This is an optimization exercise on Yosys and OpenROAD, whose aim is small area, a short achievable clock period and few clock cycles, not a production implementation.
Function was checked by simulation only, so behaviour that the tests miss may differ from the original.

==> build 57: inputs <==
==> flow/design.v (excerpt) <==
module brainfuck(
  input clk,
  input rst,
  output [10:0] code_addr,
  input  [7:0]  code_data,
  output        out_valid,
  output [7:0]  out_data,
  input         out_ready,
  input         in_valid,
  input  [7:0]  in_data,
  output        in_ready,
  output        halted
);
localparam W = 4;    
localparam [3:0] OFF_MAX = W;
localparam [3:0] OFF_MIN = -W;
reg [10:0] pc;         
reg [10:0] pc_e;       
reg        v_e;        
reg        e_plus, e_minus, e_left, e_right, e_dot, e_comma, e_open, e_close, e_end;
reg        pred_e;     
reg        e_fsk;      
reg        skip;       
reg [3:0]  depth;      
reg        f1;         
reg        clrp;       
reg        halt_r;
reg        ov;
reg [7:0]  od;
reg        rst_q;      
reg        inr;        
reg        sel_r, sel_l, sel_a;
reg        rec_ok;
reg [3:0]  roff;                
reg [7:0]  dl [0:2*W];          
reg        rep;                 
reg [7:0]  nrem;                
localparam SD = 8;
reg [10:0] stk_n [0:SD-1];
reg [3:0]  vcnt;       
reg        bscan;      
localparam CB = 2, CN = 1 << CB;
reg [10-CB:0] ctag [0:CN-1];
reg [10:0]    ctgt [0:CN-1];
reg [CN-1:0]  cval;
reg [CB-1:0]  sidx;
localparam RM = 256 - 2*W - 1;
reg [7:0]  c0;
reg [7:0]  cr [1:W];
reg [7:0]  cl [1:W];
reg [7:0]  rg [0:RM-1];
reg        rq;         
reg        par;        
reg        shl, shr;   
wire d_plus  = code_data == 8'h2B;
wire d_minus = code_data == 8'h2D;
wire d_right = code_data == 8'h3E;
wire d_left  = code_data == 8'h3C;
wire d_dot   = code_data == 8'h2E;
wire d_comma = code_data == 8'h2C;
wire d_open  = code_data == 8'h5B;
wire d_close = code_data == 8'h5D;
wire d_end   = code_data == 8'hFF;
wire nz = |c0;
wire ex = v_e & ~skip & ~bscan & ~halt_r;
wire bs = v_e & bscan;
wire v0 = vcnt != 4'd0;
wire v1 = vcnt[3:1] != 3'd0;
wire sk = v_e & skip;
wire [10:0] stk0 = ~stk_n[0];
wire [10:0] stk1 = ~stk_n[1];
wire hit = cval[pc_e[CB-1:0]] && ctag[pc_e[CB-1:0]] == pc_e[10:CB];
wire out_busy  = ov & ~out_ready;
wire stall     = ex & ((e_dot & out_busy) | (e_comma & ~in_valid) | (e_end & out_busy));
wire halt_now  = ex & e_end & ~out_busy;
wire unit_up    = dl[W] == 8'd1;
wire unit_dn    = dl[W] == 8'hFF;
wire simple     = rec_ok & roff == 4'd0 & (unit_up | unit_dn);
wire push       = ex & e_open & ~e_fsk & nz;
  ...
export LEC_CHECK = 0
export CAP_MARGIN = 20
export CELL_PAD_IN_SITES_DETAIL_PLACEMENT = 1
export CORE_MARGIN = 2
export CORE_UTILIZATION = 40
export CTS_CLUSTER_DIAMETER = 80
export CTS_CLUSTER_SIZE = 24
export PLACE_DENSITY = 0.5
export SLEW_MARGIN = 40
create_clock -name core_clock -period 10.0 [get_ports {clk}]
standard.sh (not shown) runs the stock make flow with config.mk's settings and CLKGATE_MAP_FILE= SYNTH_SCRIPT=/design/flow/synth_recipe.tcl, a recipe that flattens the netlist after the stock synthesis.
==> flow/flow/run.sh <==
#!/bin/bash
set -euo pipefail
bash standard.sh \
  "BUFFER_PORTS_ARGS=-buffer_cell sky130_fd_sc_hd__buf_4" \
  "SETUP_SLACK_MARGIN=6.4" \
  finish > standard_flow.log 2>&1
==> inputs of trial 87, as changes to build 57 <==
--- a/flow/design.v
+++ b/flow/design.v
@@ -27,11 +27,11 @@
 reg        halt_r;
 reg        ov;
 reg [7:0]  od;
 reg        rst_q;      
 reg        inr;        
-reg        sel_r, sel_l, sel_a;
+reg        sel_r, sel_l, sel_a, sel_hw;
 reg        rec_ok;
 reg [3:0]  roff;                
 reg [7:0]  dl [0:2*W];          
 reg        rep;                 
 reg [7:0]  nrem;                
@@ -60,11 +60,12 @@
 wire d_comma = code_data == 8'h2C;
 wire d_open  = code_data == 8'h5B;
 wire d_close = code_data == 8'h5D;
 wire d_end   = code_data == 8'hFF;
 wire nz = |c0;
-wire ex = v_e & ~skip & ~bscan & ~halt_r;
+reg  x_e;
+wire ex = x_e;
 wire bs = v_e & bscan;
 wire v0 = vcnt != 4'd0;
 wire v1 = vcnt[3:1] != 3'd0;
 wire sk = v_e & skip;
 wire [10:0] stk0 = ~stk_n[0];
@@ -96,21 +97,20 @@
 wire rep_end = rep & nrem[7:1] == 7'd0;
 wire dot_go  = ex & e_dot & ~out_busy;
 wire in_take = inr & in_valid;
 wire mv_r    = sel_r;
 wire mv_l    = sel_l;
-wire pred_ok   = ~skip & ~enter_skip & ~rep & ~bscan & ~(ex & (e_plus | e_minus) & f1);
+wire pred_ok   = ~skip & ~enter_skip & ~rep & ~bscan & ~inr & ~(ex & (e_plus | e_minus) & f1);
 wire [7:0] c0_add = (ex & e_plus) ? 8'd1 :
                     (ex & e_minus) ? 8'hFF :
                     dl[W];
 wire [7:0] c0_sum = c0 + c0_add;
 wire nz_next   = rst_q ? 1'b0 :
                  mv_r ? |cr[1] :
                  mv_l ? |cl[1] :
                  (ex & e_plus) ? ~&c0 :
                  (ex & e_minus) ? c0 != 8'd1 :
-                 in_take ? |in_data :
                  c_clr ? 1'b0 : nz;
 wire hit_f     = cval[pc[CB-1:0]] && ctag[pc[CB-1:0]] == pc[10:CB];
 wire top_ok    = push | (pop ? v1 : v0);
 wire pred      = d_close & pred_ok & nz_next & top_ok;
 wire fjump     = d_open & pred_ok & hit_f & ~nz_next;
@@ -130,10 +130,11 @@
   shl <= ~rst & (mvr_next | (~mvl_next & q_new));
   shr <= ~rst & (mvl_next | (~mvr_next & ~q_new));
   sel_r  <= ~rst & mvr_next;
   sel_l  <= ~rst & mvl_next;
   sel_a  <= ~rst & apply_next;
+  sel_hw <= ~rst & ~mvr_next & ~mvl_next & ~apply_next;
   if (rst | redirect) inr <= 1'b0;
   else if (adv) inr <= d_comma & ~noex_next;
 end
 always @(posedge clk) begin
   rst_q <= rst;
@@ -150,15 +151,18 @@
     rep <= 1'b0;
     rec_ok <= 1'b0;
     cval <= {CN{1'b0}};
     vcnt <= 4'd0;
     bscan <= 1'b0;
+    x_e <= 1'b0;
   end else begin
     if (redirect) begin
       pc <= rtarget;
       v_e <= 1'b0;
+      x_e <= 1'b0;
     end else if (adv) begin
+      x_e <= ~noex_next;
       pc <= pred ? top_after : fjump ? ctgt[pc[CB-1:0]] : bscan ? pc - 11'd1 : pc + 11'd1;
       e_fsk <= fjump;
       pc_e <= pc;
       v_e <= 1'b1;
       pred_e <= pred;
@@ -222,11 +226,14 @@
     if (s_push) begin
       if (vcnt != SD) vcnt <= vcnt + 4'd1;
     end else if (s_pop) begin
       if (v0) vcnt <= vcnt - 4'd1;
     end
-    if (halt_now) halt_r <= 1'b1;
+    if (halt_now) begin
+      halt_r <= 1'b1;
+      x_e <= 1'b0;
+    end
     if (dot_go) begin
       ov <= 1'b1;
       od <= c0;
     end else if (out_ready) ov <= 1'b0;
   end
@@ -284,24 +291,15 @@
 generate for (n = 1; n <= W; n = n + 1) begin : win
   wire [7:0] r_in = (n == W) ? p5 : cr[(n == W) ? n : n + 1];
   wire [7:0] r_lf = (n == 1) ? c0 : cr[(n == 1) ? n : n - 1];
   wire [7:0] l_in = (n == W) ? m5 : cl[(n == W) ? n : n + 1];
   wire [7:0] l_rt = (n == 1) ? c0 : cl[(n == 1) ? n : n - 1];
+  wire [7:0] r_sum = cr[n] + dl[W + n];
+  wire [7:0] l_sum = cl[n] + dl[W - n];
   always @(posedge clk) begin
-    if (rst_q) begin
-      cr[n] <= 8'd0;
-      cl[n] <= 8'd0;
-    end else if (mv_r) begin
-      cr[n] <= r_in;
-      cl[n] <= l_rt;
-    end else if (mv_l) begin
-      cr[n] <= r_lf;
-      cl[n] <= l_in;
-    end else if (apply) begin
-      cr[n] <= cr[n] + dl[W + n];
-      cl[n] <= cl[n] + dl[W - n];
-    end
+    cr[n] <= ({8{sel_r}} & r_in) | ({8{sel_l}} & r_lf) | ({8{sel_a}} & r_sum) | ({8{sel_hw}} & cr[n]);
+    cl[n] <= ({8{sel_r}} & l_rt) | ({8{sel_l}} & l_in) | ({8{sel_a}} & l_sum) | ({8{sel_hw}} & cl[n]);
   end
 end endgenerate
 wire [7:0] r_l = {8{shl}};
 wire [7:0] r_r = {8{shr}};
 wire [7:0] to_m5 = cl[W] ^ ~pm;
==> flow/flow/run.sh (replaced) <==
#!/bin/bash
set -euo pipefail
bash standard.sh \
  "BUFFER_PORTS_ARGS=-buffer_cell sky130_fd_sc_hd__buf_4" \
  "SETUP_SLACK_MARGIN=6.5" \
  finish > standard_flow.log 2>&1
==> notes <==
- Trial 87 went through all stages and came out clean. Build 57 finished with timing, DRC and antenna clean.
- Against build 57, the area after synthesis of trial 87 is smaller by 1.2%.
- Count of clock-buffer cells in the layout: trial 87 is higher than build 57 (4).
- Of build 57 and trial 87, build 57 has the higher die area (gap 1.2%, measured against trial 87).
- In build 57 the non-clock buffer count is lower than in trial 87, by 46.
==> figures <==
quantity	trial 87	build 57
GR Layer Usage met1	24.1%	23.9%
Vias per Instance	5.75	5.80
Area share of fa/ha/maj cells after synthesis	1.79%	1.77%
Total routed wire length on the met1 layer	85200 um	86900 um
Count of inserted antenna diode cells	1	0
Cell depth of the worst flop-to-flop path	13	11
Clock Sinks	2378	2376
Outcome	timing/DRC/antenna clean	timing/DRC/antenna clean
Met3 Use GR	2.55%	2.65%
Pre-Repair DR Iteration Count	8	6
Testbench counts of build 57, summed over its fixed seeds: cycles 316,232.
Testbench counts of trial 87, summed over its fixed seeds: cycles 316,232.

-- re-timing with driven ports --
No port has a modelled driver above. Below, the same layouts with a new extraction and two added sets of constraints.
Step 1 sets driving cells, clkbuf_16 on the clock port and buf_2 on the other inputs (assumed; they add their load-dependent delay and slew).
Step 2 moves the port delays by t, midway between the first and last clock arrival at a register: inputs arrive t later, outputs are due t later. That takes back most of the time a late clock gives input paths.
a / b / c = ideal ports / drivers / drivers and shift; a / b = the first two.
run | t, ns | setup WS [ns] | worst hold slack (ns) | slew at the worst register clock pin (ns)
build 57 | 0.871 | 6.132 / 6.177 / 5.306 | 0.421 / 0.421 / 0.421 | 0.10 / 0.10
trial 87 | 0.875 | 6.478 / 6.468 / 5.786 | 0.423 / 0.423 / 0.423 | 0.10 / 0.10
After both steps setup and hold are still met in every run listed. For build 57, which loses most, drivers alone change the setup slack by +0.045 ns; drivers and shift together by -0.826 ns.
